This design comes from an exercise in tuning for small area on the open sky130 flow, not from production work.
Where RTL was checked, it was by simulation tests only, not by an equivalence proof against the original.
No activity file was given, so power comes from the tool's default toggle rates.

==> run B <==
// digital_loc
module digital_loc(
    input key_a,
    input key_b,
    input key_c,
    input key_d,
    input reset,
	 input clk,
    output [6:0] postion_state,
	 output  [3:0] x,
	 output [1:0] Led2,
	 output reg [3:0] selector,
	 output reg dot,
	 output S_CLK,
	 output LR_CLK,
	 output M_CLK,
	 output reg Sin
    );
	reg [5:0] r;
	reg [4:0] q;
	wire [4:0] gm = r[4:0] + {q[3:0], 1'b0} + {q[0], 4'b0};    
	wire tick = (gm[2:0] == 3'b111);
	wire [1:0] kk = gm[4:3];
	wire second = tick && (q == 5'd31) && (r == 6'd49);
	always @(posedge clk or negedge reset)
		if (!reset) begin
			r <= 6'd4;
			q <= 5'd0;
		end else if (r == 6'd49) begin
			r <= 6'd0;
			q <= q + 5'd1;
		end else
			r <= r + 6'd1;
	wire ka, kb, kc, kd;
	keyedge ea(clk, reset, tick, key_a, ka);
	keyedge eb(clk, reset, tick, key_b, kb);
	keyedge ec(clk, reset, tick, key_c, kc);
	keyedge ed(clk, reset, tick, key_d, kd);
	reg [3:0] state;
	assign x = state;
	localparam S_CLOCK = 4'd1, S_PAUSE = 4'd10;
	wire adjust = (state != S_CLOCK) && (state != S_PAUSE);
	wire condition = (state == 4'd6) || (state == 4'd7) || (state == 4'd8) || (state == 4'd9);
  ...
Settings: LEC_CHECK=0, CAP_MARGIN=20, CORE_MARGIN=2, CORE_UTILIZATION=40, SLEW_MARGIN=20; clock period 10.0 ns.
standard.sh (not shown) runs the stock make flow with config.mk's settings and CLKGATE_MAP_FILE= SYNTH_SCRIPT=/design/flow/synth_recipe.tcl, a recipe that flattens the netlist after the stock synthesis.
==> flow/flow/run.sh <==
#!/bin/bash
# Own flow: the standard synthesis, its combinational logic re-mapped with a deeper ABC script
# (registers untouched), then the standard ORFS layout with lighter clock tree and port buffers.
set -euo pipefail
W=$PWD
R=$W/orfs/results/$FLOW_PLATFORM/digital_loc/base
bash standard.sh synth > $W/std_synth.log 2>&1
cp $R/1_2_yosys.v $W/1_2_yosys_standard.v
if python3 $W/flow/resynth.py $W/1_2_yosys_standard.v $W/1_2_yosys_resynth.v $W > $W/resynth.log 2>&1; then
  cp $W/1_2_yosys_resynth.v $R/1_2_yosys.v
  rm -f $R/1_synth.odb $R/1_synth.sdc
else
  echo "resynthesis failed, keeping the standard netlist" >> $W/resynth.log
fi
export BUFFER_PORTS_ARGS="-buffer_cell sky130_fd_sc_hd__buf_1"
export CTS_ARGS="-sink_clustering_enable -repair_clock_nets -dont_use_dummy_load"
bash standard.sh finish > $W/std_finish.log 2>&1
==> flow/flow/resynth.py <==
"""Re-map the combinational logic of the standard synthesis netlist with a deeper ABC script.
Registers (instances, names, cell types) are kept as the standard synthesis made them."""
import os, re, subprocess, sys

src, dst, work = sys.argv[1], sys.argv[2], sys.argv[3]
plat = os.environ.get("FLOW_PLATFORM", "sky130hd")
flow_home = os.environ["FLOW_HOME"]
lib = f"{flow_home}/platforms/{plat}/lib/sky130_fd_sc_hd__tt_025C_1v80.lib"
cfg = open(f"{flow_home}/platforms/{plat}/config.mk").read()
m = re.search(r"DONT_USE_CELLS \+= \\\n((?:.*\\\n)*.*\n)", cfg)
dont = re.findall(r"sky130_fd_sc_hd__\w+", m.group(1)) if m else []
tmp = os.path.join(work, "resynth_out.v")
ys = open(os.path.join(os.path.dirname(__file__), "resynth.ys.in")).read()
ys = (ys.replace("@LIB@", lib).replace("@IN@", src).replace("@TOP@", os.environ.get("FLOW_TOP", "digital_loc"))
        .replace("@DONTUSE@", " ".join("-dont_use " + c for c in dont))
        .replace("@T@", os.environ.get("RESYNTH_T", "60"))
        .replace("@STAT@", os.path.join(work, "resynth_stat.txt")).replace("@OUT@", tmp))
open(os.path.join(work, "resynth.ys"), "w").write(ys)
with open(os.path.join(work, "resynth_yosys.log"), "w") as log:
    subprocess.run(["yosys", "-s", os.path.join(work, "resynth.ys")], stdout=log, stderr=subprocess.STDOUT, check=True)

text = open(tmp).read()
# keep only the top module (the register cells were kept as modules for flattening)
mods = re.split(r"(?=^module )", text, flags=re.M)
top = [x for x in mods if x.startswith("module " + os.environ.get("FLOW_TOP", "digital_loc") + "(")]
assert len(top) == 1
out = top[0]
out = out[: out.index("endmodule") + len("endmodule")] + "\n"

def regs(t):
    return sorted(re.findall(r"^\s*(sky130_fd_sc_hd__df\w+)\s+(\S+)\s*\(", t, flags=re.M))

a, b = regs(open(src).read()), regs(out)
assert a == b and len(a) > 0, "registers changed"
assert "assign" not in out, "assign left in netlist"
open(dst, "w").write(out)
print(f"resynth ok: {len(a)} registers kept")
==> flow/flow/resynth.ys.in <==
read_liberty -ignore_miss_func @LIB@
read_verilog @IN@
hierarchy -top @TOP@
setattr -mod -set keep_hierarchy 1 sky130_fd_sc_hd__df*
flatten
rename -hide w:*.*
opt_clean -purge
abc -liberty @LIB@ @DONTUSE@ -script +strash;&get,-n;&deepsyn,-T,@T@;&put;dch,-f;amap;topo
opt_clean -purge
hilomap -singleton -hicell sky130_fd_sc_hd__conb_1 HI -locell sky130_fd_sc_hd__conb_1 LO
splitnets
opt_clean -purge
insbuf -buf sky130_fd_sc_hd__buf_1 A X
opt_clean -purge
tee -o @STAT@ stat -liberty @LIB@
write_verilog -noattr -noexpr -nohex -nodec @OUT@
==> run E (differences from run B) <==
==> flow/run.sh (new file) <==
#!/bin/bash
# synth_recipe.tcl (not shown) runs the flow's synth.tcl, then flattens the netlist and writes it again
# the make line also repeats each setting of config.mk as NAME=value (left out here)
make -C /OpenROAD-flow-scripts/flow DESIGN_CONFIG=/design/flow/config.mk WORK_HOME=/design/flow/orfs CLKGATE_MAP_FILE= SYNTH_SCRIPT=/design/flow/synth_recipe.tcl finish
removed: flow/flow/run.sh
removed: flow/flow/resynth.py
removed: flow/flow/resynth.ys.in
removed: flow/standard.sh
==> run C (differences from run B) <==
--- a/flow/design.v
+++ b/flow/design.v
@@ -3,23 +3,22 @@
 	input clk,
 	input rst,
 	input en,
 	input in,
 	output z
 	);
 	reg [2:0] s;
-	assign z = (s == 3'd4) || (s == 3'd6);
+	assign z = s[1] && !s[0];
 	always @(posedge clk or negedge rst)
 		if (!rst)
-			s <= 3'd0;
+			s <= 3'b000;
 		else if (en) begin
-			if (in)
-				s <= (s == 3'd5) ? 3'd5 : (s == 3'd6) ? 3'd1 : s + 3'd1;
-			else
-				s <= (s == 3'd3) ? 3'd6 : 3'd0;
+			s[0] <= in && !s[2];
+			s[1] <= s[0] && (in || (s[2] && s[1]));
+			s[2] <= in && (s[2] || (s[1] && s[0]));
 		end
 endmodule
 module digital_loc(
     input key_a,
     input key_b,
     input key_c,
     input key_d,
@@ -34,22 +33,23 @@
 	 output LR_CLK,
 	 output M_CLK,
 	 output reg Sin
     );
 	reg [5:0] r;
 	reg [4:0] q;
 	wire [4:0] gm = r[4:0] + {q[3:0], 1'b0} + {q[0], 4'b0};    
-	wire tick = (gm[2:0] == 3'b111);
+	wire tick = r[0] && (gm[2:1] == 2'b11);
 	wire [1:0] kk = gm[4:3];
-	wire second = tick && (q == 5'd31) && (r == 6'd49);
+	wire r49 = r[5] && r[4] && r[0];           
+	wire second = (q == 5'd31) && r49;          
 	always @(posedge clk or negedge reset)
 		if (!reset) begin
 			r <= 6'd4;
 			q <= 5'd0;
-		end else if (r == 6'd49) begin
+		end else if (r49) begin
 			r <= 6'd0;
 			q <= q + 5'd1;
 		end else
 			r <= r + 6'd1;
 	wire ka, kb, kc, kd;
 	keyedge ea(clk, reset, tick, key_a, ka);
 	keyedge eb(clk, reset, tick, key_b, kb);
@@ -76,84 +76,88 @@
 	reg [3:0] min2, min1, H2;
 	reg [2:0] H1;
 	reg [3:0] A_min2, A_H2;
 	reg [2:0] A_min1;
 	reg [1:0] A_H1;
 	reg [5:0] sec;
 	reg alarm;
-	reg [14:0] old;
+	reg [3:0] O_min2, O_H2;
+	reg [2:0] O_min1;
+	reg [1:0] O_H1;
 	assign Led2 = {alarm, alarm};
 	function [3:0] step;
 		input [3:0] v;
 		input [3:0] top;
 		input down;
 		begin
 			if (down)
 				step = (v == 4'd0) ? top : v - 4'd1;
 			else
 				step = (v == top) ? 4'd0 : v + 4'd1;
 		end
 	endfunction
 	wire edit = kc || kd;
-	wire down = kd;
+	wire down = adjust && kd;
+	wire c0 = (min2 == 4'd9);                      
+	wire c1 = c0 && (min1 == 4'd5);                
+	wire h23 = (H1 == 3'd2) && (H2 == 4'd3);       
+	wire c2 = c1 && (H2 == 4'd9);                  
+	reg [2:0] idx;
 	reg [3:0] ev, etop;
 	always @(*) begin
-		case (state)
-			4'd2: ev = min2;
-			4'd3: ev = min1;
-			4'd4: ev = H2;
-			4'd5: ev = {1'b0, H1};
-			4'd6: ev = A_min2;
-			4'd7: ev = {1'b0, A_min1};
-			4'd8: ev = A_H2;
+		if (adjust)
+			idx = state[2:0] - 3'd2;
+		else
+			idx = !c0 ? 3'd0 : !c1 ? 3'd1 : !c2 ? 3'd2 : 3'd3;
+		case (idx)
+			3'd0: ev = min2;
+			3'd1: ev = min1;
+			3'd2: ev = H2;
+			3'd3: ev = {1'b0, H1};
+			3'd4: ev = A_min2;
+			3'd5: ev = {1'b0, A_min1};
+			3'd6: ev = A_H2;
 			default: ev = {2'b0, A_H1};
 		endcase
-		case (state[1:0])
-			2'd3: etop = 4'd5;
-			2'd1: etop = 4'd2;
+		case (idx)
+			3'd1, 3'd5: etop = 4'd5;
+			3'd3: etop = adjust ? 4'd2 : 4'd7;
+			3'd7: etop = 4'd2;
 			default: etop = 4'd9;
 		endcase
 	end
 	wire [3:0] es = step(ev, etop, down);
 	always @(posedge clk or negedge reset)
 		if (!reset) begin
 			min2 <= 0; min1 <= 0; H1 <= 0; H2 <= 0; sec <= 0;
 			A_min2 <= 0; A_min1 <= 0; A_H1 <= 0; A_H2 <= 0;
-			alarm <= 0; dot <= 0; old <= 0;
-		end else if (tick) begin
+			alarm <= 0; dot <= 0;
+		end else if (tick || second) begin
 			if (second) begin
 				dot <= !dot;
 				if (state == S_PAUSE)
 					dot <= 0;
 				else if (alarm) begin
 					alarm <= 0; sec <= 6'd1;
-					{H1, H2, min1, min2} <= old;
+					H1 <= {1'b0, O_H1}; H2 <= O_H2; min1 <= {1'b0, O_min1}; min2 <= O_min2;
 				end else begin
-					if (sec == 6'd59) begin
+					if (sec[5] && sec[4] && sec[3] && sec[1] && sec[0]) begin    
 						sec <= 0;
-						if (min2 == 4'd9) begin
-							min2 <= 0;
-							if (min1 == 4'd5) begin
-								min1 <= 0;
-								if (H1 == 3'd2 && H2 == 4'd3) begin
-									H1 <= 0; H2 <= 0;
-								end else if (H2 == 4'd9) begin
-									H2 <= 0; H1 <= H1 + 3'd1;
-								end else
-									H2 <= H2 + 4'd1;
-							end else
-								min1 <= min1 + 4'd1;
-						end else
-							min2 <= min2 + 4'd1;
+						min2 <= c0 ? 4'd0 : es;
+						if (c0) min1 <= c1 ? 4'd0 : es;
+						if (c1) begin
+							H2 <= (h23 || c2) ? 4'd0 : es;
+							if (h23) H1 <= 3'd0;
+							else if (c2) H1 <= es[2:0];
+						end
 					end else
 						sec <= sec + 6'd1;
 					if (H1 == {1'b0, A_H1} && H2 == A_H2 && min1 == {1'b0, A_min1} &&
 					    min2 == A_min2 && sec == 6'd0) begin
 						alarm <= 1;
-						old <= {H1, H2, min1, min2};
 						min2 <= 4'd15; min1 <= 4'd15; H2 <= 4'd15; H1 <= 3'd7;
 					end
 				end
 			end
 			if (adjust) begin
 				dot <= 0;
 				min2 <= min2; min1 <= min1; H1 <= H1; H2 <= H2;
@@ -167,14 +171,20 @@
 						4'd7: A_min1 <= es[2:0];
 						4'd8: A_H2 <= es;
 						4'd9: A_H1 <= es[1:0];
 						default: ;
 					endcase
 			end
 		end
+	always @(posedge clk or negedge reset)
+		if (!reset) begin
+			O_min2 <= 0; O_min1 <= 0; O_H2 <= 0; O_H1 <= 0;
+		end else if (!alarm) begin
+			O_min2 <= A_min2; O_min1 <= A_min1; O_H2 <= A_H2; O_H1 <= A_H1;
+		end
 	reg [3:0] v;
 	always @(*) begin
 		case ({condition, kk})
 			3'b000: v = min2;
 			3'b001: v = min1;
 			3'b010: v = H2;
 			3'b011: v = {1'b0, H1};
--- a/flow/flow/run.sh
+++ b/flow/flow/run.sh
@@ -9,9 +9,9 @@
 if python3 $W/flow/resynth.py $W/1_2_yosys_standard.v $W/1_2_yosys_resynth.v $W > $W/resynth.log 2>&1; then
   cp $W/1_2_yosys_resynth.v $R/1_2_yosys.v
   rm -f $R/1_synth.odb $R/1_synth.sdc
 else
   echo "resynthesis failed, keeping the standard netlist" >> $W/resynth.log
 fi
 export BUFFER_PORTS_ARGS="-buffer_cell sky130_fd_sc_hd__buf_1"
-export CTS_ARGS="-sink_clustering_enable -repair_clock_nets -dont_use_dummy_load"
+export CTS_ARGS="-sink_clustering_enable -repair_clock_nets -dont_use_dummy_load -buf_list sky130_fd_sc_hd__clkbuf_8 -root_buf sky130_fd_sc_hd__clkbuf_8 -sink_clustering_size 90 -sink_clustering_max_diameter 500"
 bash standard.sh finish > $W/std_finish.log 2>&1
==> flow/config.mk (replaced) <==
export PLATFORM = sky130hd
export DESIGN_NAME = digital_loc
export DESIGN_NICKNAME = digital_loc
export VERILOG_FILES = /design/flow/design.v
export SDC_FILE = /design/flow/constraint.sdc
export NUM_CORES = 4
export LEC_CHECK = 0
export CAP_MARGIN = 20
export CORE_MARGIN = 2
export CORE_UTILIZATION = 65
export SLEW_MARGIN = 20
==> run K (differences from run B) <==
--- a/flow/design.v
+++ b/flow/design.v
@@ -3,23 +3,22 @@
 	input clk,
 	input rst,
 	input en,
 	input in,
 	output z
 	);
 	reg [2:0] s;
-	assign z = (s == 3'd4) || (s == 3'd6);
+	assign z = s[1] && !s[0];
 	always @(posedge clk or negedge rst)
 		if (!rst)
-			s <= 3'd0;
+			s <= 3'b000;
 		else if (en) begin
-			if (in)
-				s <= (s == 3'd5) ? 3'd5 : (s == 3'd6) ? 3'd1 : s + 3'd1;
-			else
-				s <= (s == 3'd3) ? 3'd6 : 3'd0;
+			s[0] <= in && !s[2];
+			s[1] <= s[0] && (in || (s[2] && s[1]));
+			s[2] <= in && (s[2] || (s[1] && s[0]));
 		end
 endmodule
 module digital_loc(
     input key_a,
     input key_b,
     input key_c,
     input key_d,
@@ -34,22 +33,23 @@
 	 output LR_CLK,
 	 output M_CLK,
 	 output reg Sin
     );
 	reg [5:0] r;
 	reg [4:0] q;
 	wire [4:0] gm = r[4:0] + {q[3:0], 1'b0} + {q[0], 4'b0};    
-	wire tick = (gm[2:0] == 3'b111);
+	wire tick = r[0] && (gm[2:1] == 2'b11);
 	wire [1:0] kk = gm[4:3];
-	wire second = tick && (q == 5'd31) && (r == 6'd49);
+	wire r49 = r[5] && r[4] && r[0];           
+	wire second = (q == 5'd31) && r49;          
 	always @(posedge clk or negedge reset)
 		if (!reset) begin
 			r <= 6'd4;
 			q <= 5'd0;
-		end else if (r == 6'd49) begin
+		end else if (r49) begin
 			r <= 6'd0;
 			q <= q + 5'd1;
 		end else
 			r <= r + 6'd1;
 	wire ka, kb, kc, kd;
 	keyedge ea(clk, reset, tick, key_a, ka);
 	keyedge eb(clk, reset, tick, key_b, kb);
@@ -115,24 +115,24 @@
 	end
 	wire [3:0] es = step(ev, etop, down);
 	always @(posedge clk or negedge reset)
 		if (!reset) begin
 			min2 <= 0; min1 <= 0; H1 <= 0; H2 <= 0; sec <= 0;
 			A_min2 <= 0; A_min1 <= 0; A_H1 <= 0; A_H2 <= 0;
 			alarm <= 0; dot <= 0; old <= 0;
-		end else if (tick) begin
+		end else if (tick || second) begin
 			if (second) begin
 				dot <= !dot;
 				if (state == S_PAUSE)
 					dot <= 0;
 				else if (alarm) begin
 					alarm <= 0; sec <= 6'd1;
 					{H1, H2, min1, min2} <= old;
 				end else begin
-					if (sec == 6'd59) begin
+					if (sec[5] && sec[4] && sec[3] && sec[1] && sec[0]) begin    
 						sec <= 0;
 						if (min2 == 4'd9) begin
 							min2 <= 0;
 							if (min1 == 4'd5) begin
 								min1 <= 0;
 								if (H1 == 3'd2 && H2 == 4'd3) begin
 									H1 <= 0; H2 <= 0;
--- a/flow/flow/run.sh
+++ b/flow/flow/run.sh
@@ -9,9 +9,9 @@
 if python3 $W/flow/resynth.py $W/1_2_yosys_standard.v $W/1_2_yosys_resynth.v $W > $W/resynth.log 2>&1; then
   cp $W/1_2_yosys_resynth.v $R/1_2_yosys.v
   rm -f $R/1_synth.odb $R/1_synth.sdc
 else
   echo "resynthesis failed, keeping the standard netlist" >> $W/resynth.log
 fi
 export BUFFER_PORTS_ARGS="-buffer_cell sky130_fd_sc_hd__buf_1"
-export CTS_ARGS="-sink_clustering_enable -repair_clock_nets -dont_use_dummy_load"
+export CTS_ARGS="-sink_clustering_enable -repair_clock_nets -dont_use_dummy_load -buf_list sky130_fd_sc_hd__clkbuf_8 -root_buf sky130_fd_sc_hd__clkbuf_8 -sink_clustering_size 90 -sink_clustering_max_diameter 500"
 bash standard.sh finish > $W/std_finish.log 2>&1
==> comparison table <==
| metric | run C | run E | run K | run B |
|---|---|---|---|---|
| Status | no timing/DRC/antenna violations | no timing/DRC/antenna violations | no timing/DRC/antenna violations | no timing/DRC/antenna violations |
| Stages on the worst setup path | 18 | 14 | 20 | 18 |
| Placeable core region | 0.006756 mm^2 | 0.01515 mm^2 | 0.01142 mm^2 | 0.01186 mm^2 |
| Met1 Usage GRT | 0.4895 | 0.2843 | 0.3135 | 0.3368 |
| Group drawing the most power | combinational logic | combinational logic | combinational logic | sequential cells |
| Switching part of the total | 0.4697 | 0.4177 | 0.4338 | 0.2321 |
| Worst Setup Slack post-DPL | 3.201 ns | 3.691 ns | 3.949 ns | 3.680 ns |
| Initial standard-cell utilization of the core | 0.6678 | 0.4069 | 0.4093 | 0.4045 |
| Maximum number of pins on one net before global-route repair | 82 | 55 | 74 | 48 |
| Slew Limit Headroom | 0.2663 | 0.3360 | 0.3451 | 0.3565 |
| Total power density per cell area | 233.8 mW/mm^2 | 195.5 mW/mm^2 | 193.7 mW/mm^2 | 124.5 mW/mm^2 |
| GRT Resource Usage Total | 0.3664 | 0.2089 | 0.2334 | 0.2443 |
| R2R Setup Slk | 4.34 ns | 6.15 ns | 5.58 ns | 4.44 ns |
| Post-DR vias/cell | 6.808 | 6.018 | 5.991 | 5.986 |
| Worst clock skew | 0.02730 ns | 0.01006 ns | 0.02079 ns | 0.008269 ns |
| Area taken by multi-input logic gates | 0.002165 mm^2 | 0.003750 mm^2 | 0.002228 mm^2 | 0.002325 mm^2 |
| Routability cong. | 1.015 | 0.8786 | 1.030 | 0.9825 |
| Fraction of power consumed by the clock network | 0.162 | 0.261 | 0.194 | 0.432 |
| Minimum clock period after layout | 6.962 ns | 6.717 ns | 6.514 ns | 6.784 ns |
| Fraction of area in multi-input gates | 0.4450 | 0.5524 | 0.4367 | 0.4364 |
| Largest register FFs | - | 15 | 15 | 15 |
| Starting DRT DRC Count | 571 | 417 | 576 | 411 |
| Layout Cell Area excl Fill | 0.004865 mm^2 | 0.006788 mm^2 | 0.005102 mm^2 | 0.005328 mm^2 |
| Tapcell Cnt | 80 | 188 | 143 | 147 |
For run B and run E, only the layout was checked, not whether the RTL still works.

-- re-timing with driven ports --
The flow's constraints put no driver on any port. The routed layouts listed below were extracted and timed again, unchanged, in two steps. Step 1 assumes that a clkbuf_16 drives the clock port and a buf_2 every other input. Step 2 times the ports against the registers' clock, not the clock port: input delays grow and output delays shrink by t, the midpoint of the rising clock arrivals with the driver on. a / b / c = ideal ports / drivers / drivers and shift; a / b = the first two.
run	shift t [ns]	setup WS [ns]	worst setup path at the end
run B	0.386	3.216 / 3.176 / 3.562	register to output
run E	0.389	3.283 / 3.244 / 3.633	register to output
run C	0.378	3.038 / 3.007 / 3.385	register to output
run K	0.401	3.486 / 3.450 / 3.852	register to output
After both steps setup and hold are still met in every run listed.
